Background: an optimization exercise with open tools, aiming at small area. Do not read the settings as production practice.
The RTL was checked by simulation tests, not by an equivalence proof against the original design.
No activity file was given, so power comes from the tool's default toggle rates.

== lane 1 ==
==> flow/design.v (excerpt) <==
module top (
    input axi_clk,axi_rst_n,
    output reg m_axis_valid,
    output [127:0] m_axis_data,
    input m_axis_ready,
    input s_axis_valid,
    input [63:0] s_axis_data,
    output s_axis_ready
);
    wire busy;
    systolic_array uut (
        .clk(axi_clk),
        .reset(axi_rst_n),
        .matrixA(s_axis_data[63:32]),
        .matrixB(s_axis_data[31:0]),
        .valid_in(s_axis_valid),
        .result(m_axis_data),
        .busy(busy)
    );
    assign s_axis_ready = 1'b1;
    always @(posedge axi_clk or negedge axi_rst_n) begin
        if (!axi_rst_n) m_axis_valid <= 1'b0;
        else            m_axis_valid <= !s_axis_valid;
    end
endmodule
Size in the first run: about 200 I/O pins, about 36000 um2 of cells after synthesis.
export LEC_CHECK = 0
export CAP_MARGIN = 20
export CORE_MARGIN = 2
export CORE_UTILIZATION = 55
export GPL_TIMING_DRIVEN = 0
export PLACE_DENSITY = 0.7
export SLEW_MARGIN = 20
create_clock -name core_clock -period 8.0 [get_ports {axi_clk}]
standard.sh (not shown) runs the stock make flow with config.mk's settings and CLKGATE_MAP_FILE= SYNTH_SCRIPT=/design/flow/synth_recipe.tcl, a recipe that flattens the netlist after the stock synthesis.
==> flow/flow/run.sh <==
#!/bin/bash
# Layout flow: the standard synthesis (for the register set and names), then
# the combinational logic is replaced by the gate-level netlist that
# flow/gen.py builds (the same gates as rtl/), then the standard layout.
set -euo pipefail
R=orfs/results/sky130hd/top/base
bash standard.sh synth > synth.log 2>&1
cp $R/1_2_yosys.v $R/1_2_yosys_std.v
python3 flow/gen.py net $R/1_2_yosys_std.v $R/1_2_yosys.v > gen.log 2>&1
rm -f $R/1_synth.odb $R/1_synth.sdc
bash standard.sh "BUFFER_PORTS_ARGS=-buffer_cell sky130_fd_sc_hd__buf_1" finish > layout.log 2>&1
Other scripts of this flow, unchanged in this note and not shown: flow/flow/gen.py
For lane 2, these inputs were changed with respect to lane 1:
--- a/flow/config.mk
+++ b/flow/config.mk
@@ -9,5 +9,5 @@
 export CORE_MARGIN = 2
-export CORE_UTILIZATION = 55
+export CORE_UTILIZATION = 40
 export GPL_TIMING_DRIVEN = 0
-export PLACE_DENSITY = 0.7
+export PLACE_DENSITY = 0.6
 export SLEW_MARGIN = 20
The core of lane 2 is less densely filled than that of lane 1. On overall power, lane 2 and lane 1 are neck and neck. Lane 2: ratio of cells with drive above 1 in the final layout is 0.40 points higher than what lane 1 reported. The fraction of cell area in non-clock buffers of lane 2 is higher than that of lane 1. The wire length in lane 1 is 0.934 times that in lane 2. From lane 1 to lane 2 the numbers moved as follows: register-to-register slack rose by 110 ps, count of non-CTS inverters in the layout rose by 3. The run with more setup slack is lane 2; lane 1 has less. Lane 2 reports a higher post-placement cell area than lane 1 does.
Changes in lane 3 relative to lane 2:
--- a/flow/flow/run.sh
+++ b/flow/flow/run.sh
@@ -10,2 +10,2 @@
 rm -f $R/1_synth.odb $R/1_synth.sdc
-bash standard.sh "BUFFER_PORTS_ARGS=-buffer_cell sky130_fd_sc_hd__buf_1" finish > layout.log 2>&1
+bash standard.sh finish > layout.log 2>&1
--- a/flow/config.mk
+++ b/flow/config.mk
@@ -10,3 +10,2 @@
 export CORE_UTILIZATION = 40
-export GPL_TIMING_DRIVEN = 0
 export PLACE_DENSITY = 0.6
--- outcome ---
Across lane 2 and lane 3, the outcome is the same: a clean finish for every run. Total routing resource utilization after global routing across lane 2 and lane 3: no real change. [lane 3] number of inverters outside the clock class in the layout fell 3 relative to lane 2. Taking lane 2 as the reference, in lane 3 final cell utilization of the core picked up an extra 1.4 points; fraction of power consumed by sequential logic now sits lower; number of nets in the layout went up by about 2%; path length in cells of the critical path rose by 1; power consumption now larger. Worst slack on hold paths essentially unchanged between lane 3 and lane 2.
Edits applied to the flow inputs when going from lane 3 to lane 4:
--- a/flow/flow/run.sh
+++ b/flow/flow/run.sh
@@ -10,2 +10,2 @@
 rm -f $R/1_synth.odb $R/1_synth.sdc
-bash standard.sh finish > layout.log 2>&1
+bash standard.sh "BUFFER_PORTS_ARGS=-buffer_cell sky130_fd_sc_hd__buf_1" finish > layout.log 2>&1
--- a/flow/config.mk
+++ b/flow/config.mk
@@ -9,4 +9,7 @@
 export CORE_MARGIN = 2
-export CORE_UTILIZATION = 40
-export PLACE_DENSITY = 0.6
+export CORE_UTILIZATION = 65
+export CTS_CLUSTER_DIAMETER = 100
+export CTS_CLUSTER_SIZE = 30
+export GPL_TIMING_DRIVEN = 0
+export PLACE_DENSITY = 0.8
 export SLEW_MARGIN = 20
==> results.txt <==
Lane 4: PASS, flow complete, no timing, DRC or antenna violations. Looking only at level count of the clock H-tree, and setting everything else aside, the higher value of lane 4 and lane 3 goes to lane 3. Comparing lane 4 and lane 3, sequential share of cell area is lower on lane 3. In terms of area of the multi-input gates, lane 4 and lane 3 differ only marginally. Lane 3 → lane 4: die footprint now smaller; utilization moved up; non-clock buffer count now sits lower; routed wire length went down. Lane 3 vs lane 4, capturing instance or port of the critical path: uut.row[1].col[0].mac.nacc[15] vs uut.row[2].col[3].mac.nacc[15]. Via count was higher in lane 4 than in lane 3. Worst setup slack was higher in the run labelled lane 3. Between lane 3 and lane 4, the flow reports average detailed-routed wire length per instance increasing by a little under 10%. When the final numbers for lane 4 and lane 3 were put side by side, the net switching component of the power turned out to be greater in lane 4.

==> static timing again, ports no longer ideal <==
In the flow no input, the clock included, has a driving cell. The finished layouts below were timed again as built, in two steps. Step 1 assumes that a clkbuf_16 drives the clock port and a buf_2 every other input. Step 2 times the ports against the registers' clock, not the clock port: input delays grow and output delays shrink by t, the midpoint of the rising clock arrivals with the driver on. Three values: ideal, step 1, step 2; two values: the first two.
run | shift t [ns] | slack for setup (ns) | hold slack, ns | worst setup path at the end
lane 1 | 0.663 | 0.110 / 0.110 / 0.110 | 0.495 / 0.495 / 0.495 | register to register
lane 2 | 0.656 | 0.217 / 0.217 / 0.217 | 0.492 / 0.492 / 0.492 | register to register
lane 3 | 0.649 | 0.355 / 0.355 / 0.355 | 0.492 / 0.492 / 0.492 | register to register
lane 4 | 0.637 | 0.125 / 0.125 / 0.125 | 0.502 / 0.502 / 0.502 | register to register
After both steps setup and hold are still met in every run listed.
